Source: an optimization exercise on an open RTL-to-GDS flow (aim: small area). Production flows keep margins and buffers that such runs may drop. In this exercise RTL edits were held to simulation tests only and were not proved equivalent to the original. Power figures rest on the tool's default switching activity, not on a simulated workload.

$ cat flow/constraint.sdc
create_clock -name core_clock -period 5.0 [get_ports {clk}]
set_input_delay 1.0000 -clock core_clock [delete_from_list [all_inputs] [get_ports {clk}]]
set_output_delay 1.0000 -clock core_clock [all_outputs]
set_load 0.01 [all_outputs]
$ cat flow/config.mk
export PLATFORM = sky130hd
export DESIGN_NAME = jpeg_package
export DESIGN_NICKNAME = jpeg_package
export VERILOG_FILES = /design/flow/design.v
export SDC_FILE = /design/flow/constraint.sdc
export NUM_CORES = 4
export LEC_CHECK = 0
export CAP_MARGIN = 20
export CORE_MARGIN = 2
export CORE_UTILIZATION = 40
export SLEW_MARGIN = 20
$ cat flow/run.sh
#!/bin/bash
# synth_recipe.tcl (not shown) runs the flow's synth.tcl, then flattens the netlist and writes it again
# the make line also repeats each setting of config.mk as NAME=value (left out here)
make -C /OpenROAD-flow-scripts/flow DESIGN_CONFIG=/design/flow/config.mk WORK_HOME=/design/flow/orfs CLKGATE_MAP_FILE= SYNTH_SCRIPT=/design/flow/synth_recipe.tcl finish
$ cat flow/design.v
module jpeg_package#(
    parameter YUV_MODE      = 2,  
    parameter IMG_WIDTH     = 16'd128,  
    parameter IMG_HEIGHT    = 16'd128  
)(
    input                   clk,
    input                   rst_n,
    input                   Compress_data_rdy,Compress_data_last,
    input [ 7:0]            Compress_data,
    output reg              Compress_data_rden,
    output reg [ 7:0]       jpeg_data,
    output reg              jpeg_data_vaild,
    output reg              jpeg_data_last
);
parameter JPEG_SOI = 16'hFFD8;   
parameter JPEG_APP0 = {
                    16'hFFE0,    
                    16'h0010,    
                    40'h4A46494600,    
                    16'h0101,    
                    8'h01,    
                    IMG_WIDTH,    
                    IMG_HEIGHT,    
                    8'h00,    
                    8'h00  };   
parameter JPEG_DQT_Y = {
                    16'hFFDB,    
                    16'h0043,    
                    8'h00,    
                    512'h100B0C0E0C0A100E0D0E1211101318281A181616183123251D283A333D3C3933383740485C4E404457453738506D51575F626768673E4D71797064785C656763};    
parameter JPEG_DQT_UV = {
                    16'hFFDB,    
                    16'h0043,    
                    8'h01,    
                    512'h1112121815182F1A1A2F634238426363636363636363636363636363636363636363636363636363636363636363636363636363636363636363636363636363};    
parameter JPEG_SOF = {
                    16'hFFC0,    
                    16'h0011,    
                    8'h08,    
                    IMG_HEIGHT,    
                    IMG_WIDTH,    
                    8'h03,    
                    24'h012200,    
                    24'h022201,    
                    24'h032201 };   
parameter JPEG_DHT_Y_DC = {
                    16'hFFC4,    
                    16'h001F,    
                    8'h00,    
                    128'h00010501010101010100000000000000,    
                     96'h000102030405060708090A0B};    
parameter JPEG_DHT_Y_AC = {
                    16'hFFC4,    
                    16'h00B5,    
                    8'h10,    
                    128'h0002010303020403050504040000017D,    
                    1296'h02030400041105122131410613516107227114328191A1082342B1C11552D1F02433627282090A161718191A25262728292A3435363738393A434445464748494A535455565758595A636465666768696A737475767778797A838485868788898A92939495969798999AA2A3A4A5A6A7A8A9AAB2B3B4B5B6B7B8B9BAC2C3C4C5C6C7C8C9CAD2D3D4D5D6D7D8D9DAE1E2E3E4E5E6E7E8E9EAF1F2F3F4F5F6F7F8F9FA};
parameter JPEG_DHT_UV_DC = {
                    16'hFFC4,    
                    16'h001F,    
                    8'h01,    
                    128'h00030101010101010101010000000000,    
                     96'h000102030405060708090A0B};    
parameter JPEG_DHT_UV_AC = {
                    16'hFFC4,    
                    16'h00B5,    
                    8'h11,    
                    128'h00020102040403040705040400010277,    
                    1296'h000102031104052131061241510761711322328108144291A1B1C109233352F0156272D10A162434E125F11718191A262728292A35363738393A434445464748494A535455565758595A636465666768696A737475767778797A82838485868788898A92939495969798999AA2A3A4A5A6A7A8A9AAB2B3B4B5B6B7B8B9BAC2C3C4C5C6C7C8C9CAD2D3D4D5D6D7D8D9DAE2E3E4E5E6E7E8E9EAF2F3F4F5F6F7F8F9FA};
parameter JPEG_SOS = {
                    16'hFFDA,    
                    16'h000C,    
                    8'h03,    
                    16'h0100,    
                    16'h0211,    
                    16'h0311,    
                    8'h00,    
                    8'h3F,    
                    8'h00 };   
parameter JPEG_EOI = 16'hFFD9;  
parameter JPEG_SOI_NUM = 8'D2 - 1;  
parameter JPEG_APP0_NUM = 8'D18 - 1;  
parameter JPEG_DQT_Y_NUM = 8'D69 - 1;  
parameter JPEG_DQT_UV_NUM = 8'D69 - 1;  
parameter JPEG_SOF_NUM = 8'D19 - 1;  
parameter JPEG_DHT_Y_DC_NUM = 8'D33 - 1;  
parameter JPEG_DHT_Y_AC_NUM = 8'D183 - 1;  
parameter JPEG_DHT_UV_DC_NUM = 8'D33 - 1;  
parameter JPEG_DHT_UV_AC_NUM = 8'D183 - 1;  
parameter JPEG_SOS_NUM = 8'D14 - 1;  
parameter JPEG_EOI_NUM = 8'D2 - 1;  
localparam [3:0] IDLE = 4'd0, SOI = 4'd1, APP0 = 4'd2, DQT_Y = 4'd3, DQT_UV = 4'd4, SOF = 4'd5,
                 DHT_Y_DC = 4'd6, DHT_Y_AC = 4'd7, DHT_UV_DC = 4'd8, DHT_UV_AC = 4'd9, SOS = 4'd10, DATA = 4'd11, EOI = 4'd12;
reg [3:0] state;
reg [7:0] encode_cnt;
always@(posedge clk)
    if(!rst_n)begin
        encode_cnt  <= 8'd0;
        jpeg_data           <= 8'd0;
        jpeg_data_vaild     <= 1'b0;
        jpeg_data_last      <= 1'b0; 
        Compress_data_rden  <= 1'b0;
        state       <= IDLE;
    end else 
        case(state)
            IDLE:begin
                encode_cnt  <= 8'd0;
                jpeg_data_vaild     <= 1'b0;
                jpeg_data_last      <= 1'b0;
                if(Compress_data_rdy)begin
                    Compress_data_rden  <= 1'b1;
                    state               <= SOI;
                end else begin
                    Compress_data_rden  <= 1'b0;
                    jpeg_data           <= 8'd0;
                    jpeg_data_vaild     <= 1'b0;
                    jpeg_data_last      <= 1'b0;
                    state               <= IDLE;
                end
            end
            SOI:begin
                encode_cnt  <= encode_cnt == JPEG_SOI_NUM ? 'd0 : encode_cnt + 1'b1;
                jpeg_data_vaild <= 1'b1;
                jpeg_data       <= JPEG_SOI[(JPEG_SOI_NUM - encode_cnt) * 8 +: 8];
                state           <= encode_cnt == JPEG_SOI_NUM ? APP0 : SOI;
            end
            APP0:begin
                encode_cnt  <= encode_cnt == JPEG_APP0_NUM ? 'd0 : encode_cnt + 1'b1;
                jpeg_data       <= JPEG_APP0[(JPEG_APP0_NUM - encode_cnt) * 8 +: 8];
                state           <= encode_cnt == JPEG_APP0_NUM ? DQT_Y : APP0;
            end
            DQT_Y:begin
                encode_cnt  <= encode_cnt == JPEG_DQT_Y_NUM ? 'd0 : encode_cnt + 1'b1;
                jpeg_data       <= JPEG_DQT_Y[(JPEG_DQT_Y_NUM - encode_cnt) * 8 +: 8];
                state           <= encode_cnt == JPEG_DQT_Y_NUM ? DQT_UV : DQT_Y;
            end
            DQT_UV:begin
                encode_cnt  <= encode_cnt == JPEG_DQT_UV_NUM ? 'd0 : encode_cnt + 1'b1;
                jpeg_data       <= JPEG_DQT_UV[(JPEG_DQT_UV_NUM - encode_cnt) * 8 +: 8];
                state           <= encode_cnt == JPEG_DQT_UV_NUM ? SOF : DQT_UV;
            end
            SOF:begin
                encode_cnt  <= encode_cnt == JPEG_SOF_NUM ? 'd0 : encode_cnt + 1'b1;
                jpeg_data       <= JPEG_SOF[(JPEG_SOF_NUM - encode_cnt) * 8 +: 8];
                state           <= encode_cnt == JPEG_SOF_NUM ? DHT_Y_DC : SOF;
            end
            DHT_Y_DC:begin
                encode_cnt  <= encode_cnt == JPEG_DHT_Y_DC_NUM ? 'd0 : encode_cnt + 1'b1;
                jpeg_data       <= JPEG_DHT_Y_DC[(JPEG_DHT_Y_DC_NUM - encode_cnt) * 8 +: 8];
                state           <= encode_cnt == JPEG_DHT_Y_DC_NUM ? DHT_Y_AC : DHT_Y_DC;
            end
            DHT_Y_AC:begin
                encode_cnt  <= encode_cnt == JPEG_DHT_Y_AC_NUM ? 'd0 : encode_cnt + 1'b1;
                jpeg_data       <= JPEG_DHT_Y_AC[(JPEG_DHT_Y_AC_NUM - encode_cnt) * 8 +: 8];
                state           <= encode_cnt == JPEG_DHT_Y_AC_NUM ? DHT_UV_DC : DHT_Y_AC;
            end
            DHT_UV_DC:begin
                encode_cnt  <= encode_cnt == JPEG_DHT_UV_DC_NUM ? 'd0 : encode_cnt + 1'b1;
                jpeg_data       <= JPEG_DHT_UV_DC[(JPEG_DHT_UV_DC_NUM - encode_cnt) * 8 +: 8];
                state           <= encode_cnt == JPEG_DHT_UV_DC_NUM ? DHT_UV_AC : DHT_UV_DC;
            end
            DHT_UV_AC:begin
                encode_cnt  <= encode_cnt == JPEG_DHT_UV_AC_NUM ? 'd0 : encode_cnt + 1'b1;
                jpeg_data       <= JPEG_DHT_UV_AC[(JPEG_DHT_UV_AC_NUM - encode_cnt) * 8 +: 8];
                state           <= encode_cnt == JPEG_DHT_UV_AC_NUM ? SOS : DHT_UV_AC;
            end
            SOS:begin
                encode_cnt  <= encode_cnt == JPEG_SOS_NUM ? 'd0 : encode_cnt + 1'b1;
                jpeg_data       <= JPEG_SOS[(JPEG_SOS_NUM - encode_cnt) * 8 +: 8];
                state           <= encode_cnt == JPEG_SOS_NUM ? EOI : SOS;
            end
            EOI:begin
                encode_cnt  <= encode_cnt == JPEG_EOI_NUM ? 'd0 : encode_cnt + 1'b1;
                jpeg_data       <= JPEG_EOI[(JPEG_EOI_NUM - encode_cnt) * 8 +: 8];
                jpeg_data_vaild     <= 1'b1;
                jpeg_data_last      <= encode_cnt == JPEG_EOI_NUM ? 1'b1 : 1'b0;
                state           <= encode_cnt == JPEG_EOI_NUM ? IDLE : EOI;
            end
        endcase
endmodule 
==> flow_metrics.py <==
metrics = {
    "critical_path": {
        "crit_path_end_kind": "flip-flop",
        "cp_max_fo": 46,
        "r2r_cells": 9,
        "reg2reg_slack_ns": 0.77,
        "arrival_ns": 4.40,
        "crit_path_end": "jpeg_data[3]",
        "start_kind": "flip-flop",
        "r2r_end": "jpeg_data[3]",
        "worstSetupPathType": "flip-flop to flip-flop",
        "regToRegStartpoint": "encode_cnt[0]",
        "critPathLaunch": "encode_cnt[0]",
        "worstPathRequired_ns": 5.17,
    },
    "synthesis": {
        "synth_warnings": 1,
        "synth_flop_cell": "dfxtp_1",
        "yosysUniqueCellTypes": 87,
        "synthXorXnorAreaFrac_pct": 6.352,
        "synthArstFlopShare_pct": 0,
        "synth_compound_gate_area_share_pct": 45.59,
        "muxShareOfSynthArea_pct": 0.6206,
        "synthesis.area_um2": 6855,
        "synthAdderAreaFrac_pct": 1.460,
        "synth_nets": 1165,
        "syn-instance-count": 1145,
        "synth-seq-cells": 23,
        "synth_top_family_by_area": "compound AO/OA/AOI/OAI gates",
        "synth_edf_count": 0,
        "synth_simple_gate_area_share_pct": 31.43,
        "avgSynthCellArea_um2": 5.987,
        "ys_seq_area_share_pct": 6.717,
    },
    "finish": {
        "nets": 1120,
        "final_util_pct": 43.77,
        "fin_area_um2": 7284,
        "synthToLayoutAreaGrowth_pct": 6.260,
        "multi_input_area_um2": 5903,
        "regArea_um2": 465.4,
        "nFillCells": 1795,
        "layout-drive-gt1-share_pct": 7.279,
    },
    "detailed_routing": {
        "drt_iter0_drc": 1648,
        "ant_nets": 0,
        "via_count": 9610,
        "viasPerCell": 7.280,
        "wl_per_cell_um": 24.87,
        "dr.pass1.iters": 7,
        "drc": 0,
        "drt-total-wl_um": 32830,
    },
    "power": {
        "cellPowerDensity_nw_per_um2": 250.9,
        "leakage_nw": 2.410,
        "clock_power_share_pct": 9.7,
        "p_int_uw": 807.2,
        "power.total_mw": 1.828,
        "peakVddDrop_v": 0.0002669,
        "seqPwrFrac_pct": 14.3,
        "comb_power_share_pct": 76.0,
        "netSwitchingPower_mw": 1.020,
        "p_sw_share_pct": 55.84,
    },
    "die": {
        "fp.dieW_um": 134.9,
        "core.rowCount": 47,
        "start_util_pct": 41.19,
        "core_um2": 16640,
        "die_area_um2": 18200,
        "ios": 23,
        "die_y_um": 134.9,
    },
    "clocking": {
        "cts_buffers": 3,
        "cts_setup_buffers": 0,
        "cts_resized": 0,
        "cts_max_path_buffers": 2,
        "hold_buffers": 0,
        "clock_latency_ns": 0.26,
        "cts_sinks": 23,
        "cts.clk_slew.worst_paths_ns": 0.06,
        "htreeDepth": 1,
        "cts_tree": "yes",
        "cts_root_buf": "clkbuf_16",
    },
    "timing": {
        "setup-violations-final": 0,
        "fmax_mhz": 236.1,
        "fin_skew_ns": 0.002457,
        "period_share_pct": 84.70,
        "slew_viol_final": 0,
        "max-slew-margin-rel_pct": 19.16,
        "fin_tns_setup_ns": 0,
        "worstMarginPinSlew_ns": 1.210,
        "min_period_ns": 4.235,
        "rsz0062_at_grt": "no",
        "hold_violations": 0,
    },
    "min_path": {
        "holdCritPathClass": "flip-flop to flip-flop",
        "hold_path_depth": 2,
    },
    "global_route": {
        "grt_use_met1_pct": 46.07,
        "met3_usage_pct": 4.992,
        "grt_pass1_vias": 8481,
        "grt_max_degree": 69,
        "met2_usage_pct": 55.27,
        "grt_use_total_pct": 34.98,
        "busiest_layer": "met2",
        "antenna_found_initial": 0,
        "grt_pass1_wl_um": 50160,
        "grt.overflow.total": 0,
    },
    "placed_design": {
        "place_area_um2": 7203,
        "place.gp.congestion": 1.029,
        "portBuffers": 13,
        "place.detailed.hpwl_um": 23250,
    },
    "outcome": {
        "status": "complete, no violations",
    },
    "run": {
        "drv_cap": 0,
    },
}
## area by class of cell
class,count,area share [%]
Multi-Input combinational cell,995,81.04
Sequential cell,23,6.390
Timing Repair Buffer,60,6.802
Tap cell,220,3.779
Antenna cell,1,0.03435
Clock buffer,4,1.082
Inverter,17,0.8760
## kinds of logic after synthesis
group	count (synthesis)
muxes	4
DFF	23
xor gates and xnor gates	48
AOI/OAI and AO/OA	475
buffers and inverters	127
adders and majority gates	8
and+or+nand+nor	460
## worst min-delay path by stage
stage,to,slack (ns),start
3_3_place_gp,Compress_data_rden,0.45,Compress_data_rden
5_1_grt,Compress_data_rden,0.50,Compress_data_rden
4_1_cts,Compress_data_rden,0.47,Compress_data_rden
2_1_floorplan,Compress_data_rden,0.48,Compress_data_rden
3_5_place_dp,Compress_data_rden,0.46,Compress_data_rden
6_report,Compress_data_rden,0.47,Compress_data_rden
## worst max-delay path, cell delays in order (launching register included)
cell and delay, ns:
dfxtp_4 0.66, ha_1 0.64, xor2_2 0.40, nor2_1 0.95, nand2_1 0.28, o21ai_0 0.24, a211oi_1 0.12, nor3_1 0.36
o311ai_0 0.20, a31oi_1 0.27
## cell usage after synthesis, types with 8 or more instances
master       n  share of area (%)
a211oi_1    21                2.3
o22ai_1     20                1.8
nand3_1     45                3.3
dfxtp_1     23                6.7
ha_1         8                1.5
o32ai_1     11                1.4
nor2_1     138                7.6
a22oi_1     10                1.1
nand2_1    141                7.7
nor4_1      11                1.0
nand2b_1    16                1.5
o21ai_0    111                8.1
o211ai_1    19                2.1
nand4_1     17                1.6
xnor2_1     42                5.4
a31oi_1     31                2.8
and3_1      11                1.0
a2111oi_0    8                1.0
nor3_1      29                2.1
or3_1       12                1.1
a221oi_1     8                1.0
o2111ai_1    8                1.0
a32oi_1      9                1.1
nor2b_1      8               0.73
o31ai_1     11                1.2
clkbuf_1    68                3.7
inv_1       15               0.82
o221ai_1     8                1.0
buf_2       30                2.2
a21oi_1    110                8.0
## placed cells by master (no fill, tap or decap), types with 5 or more instances in the layout
cell type and instances:
nand2_1 141, nor2_1 137, o21ai_0 111, a21oi_1 110, buf_4 46, nand3_1 45, xnor2_1 40, a31oi_1 31
nor3_1 29, dfxtp_1 21, a211oi_1 21, o22ai_1 20, o211ai_1 19, nand4_1 17, nand2b_1 16, inv_1 15
clkdlybuf4s50_1 13, or3_1 12, nor4_1 11, and3_1 11, o31ai_1 11, o32ai_1 11, a22oi_1 10, a32oi_1 9
nor2b_1 8, o2111ai_1 8, o221ai_1 8, a221oi_1 8, a2111oi_0 8, o311ai_0 7, ha_1 7, and2_1 6
a21boi_0 6, o21a_1 5, a21o_1 5, a41oi_1 5, o41ai_1 5
## per-layer routing
metal	vias up	routed length [um]	share of wire, %
met5	-	0	0
met1	4369	12600	38
met2	797	14380	44
met3	166	3690	11
met4	0	2165	6.6
li1	4278	-	-
## metrics by stage
stage               hold slack, ns  cells  worst slack, ns
detailed placement          0.4608   1315            1.019
floorplan                   0.4805   1145            1.379
global placement            0.4483   1315           0.8826
global route                0.5021   1319           0.6590
CTS                         0.4698   1319           0.9479
finish                      0.4688   1320           0.7652
## state kept, by name (all words and copies together) (netlist names)
signal and cells:
state 4, Compress_data_rden 1, jpeg_data_vaild 1, encode_cnt 8, jpeg_data 8, jpeg_data_last 1
## power by group through the flow
stage	registers [mW]	clock network (mW)	logic, mW
after floorplan	0.235	0	0.950
after global placement	0.265	0	1.33
after detailed placement	0.265	0	1.33
after CTS	0.260	0.187	1.33
after global routing	0.266	0.189	1.48
final	0.261	0.178	1.39

-- port drivers added, routing unchanged --
Ports are ideal in the flow. The routed layout listed here was re-timed in OpenROAD.
Step 1 assumes that a clkbuf_16 drives the clock port and a buf_2 every other input.
Step 2 adds t to the input delays and takes it off the output delays; t is the mean of the earliest and latest rising clock arrival at the registers after step 1. Input paths then give back, and output paths get back, about the clock's delay inside the block.
Three values: no drivers, after step 1, after step 2; two values: the first two.
shift t [ns]: 0.294
setup slack, ns: 0.765 / 0.765 / 0.765
hold slack, ns: 0.469 / 0.469 / 0.469
latest minus earliest clock arrival (ns): 0.002 / 0.002
worst slew at a driven data input, ns: 0.03
After both steps this run still meets setup and hold. For this run, drivers alone change the setup slack by 0.000 ns; drivers and shift together by 0.000 ns.
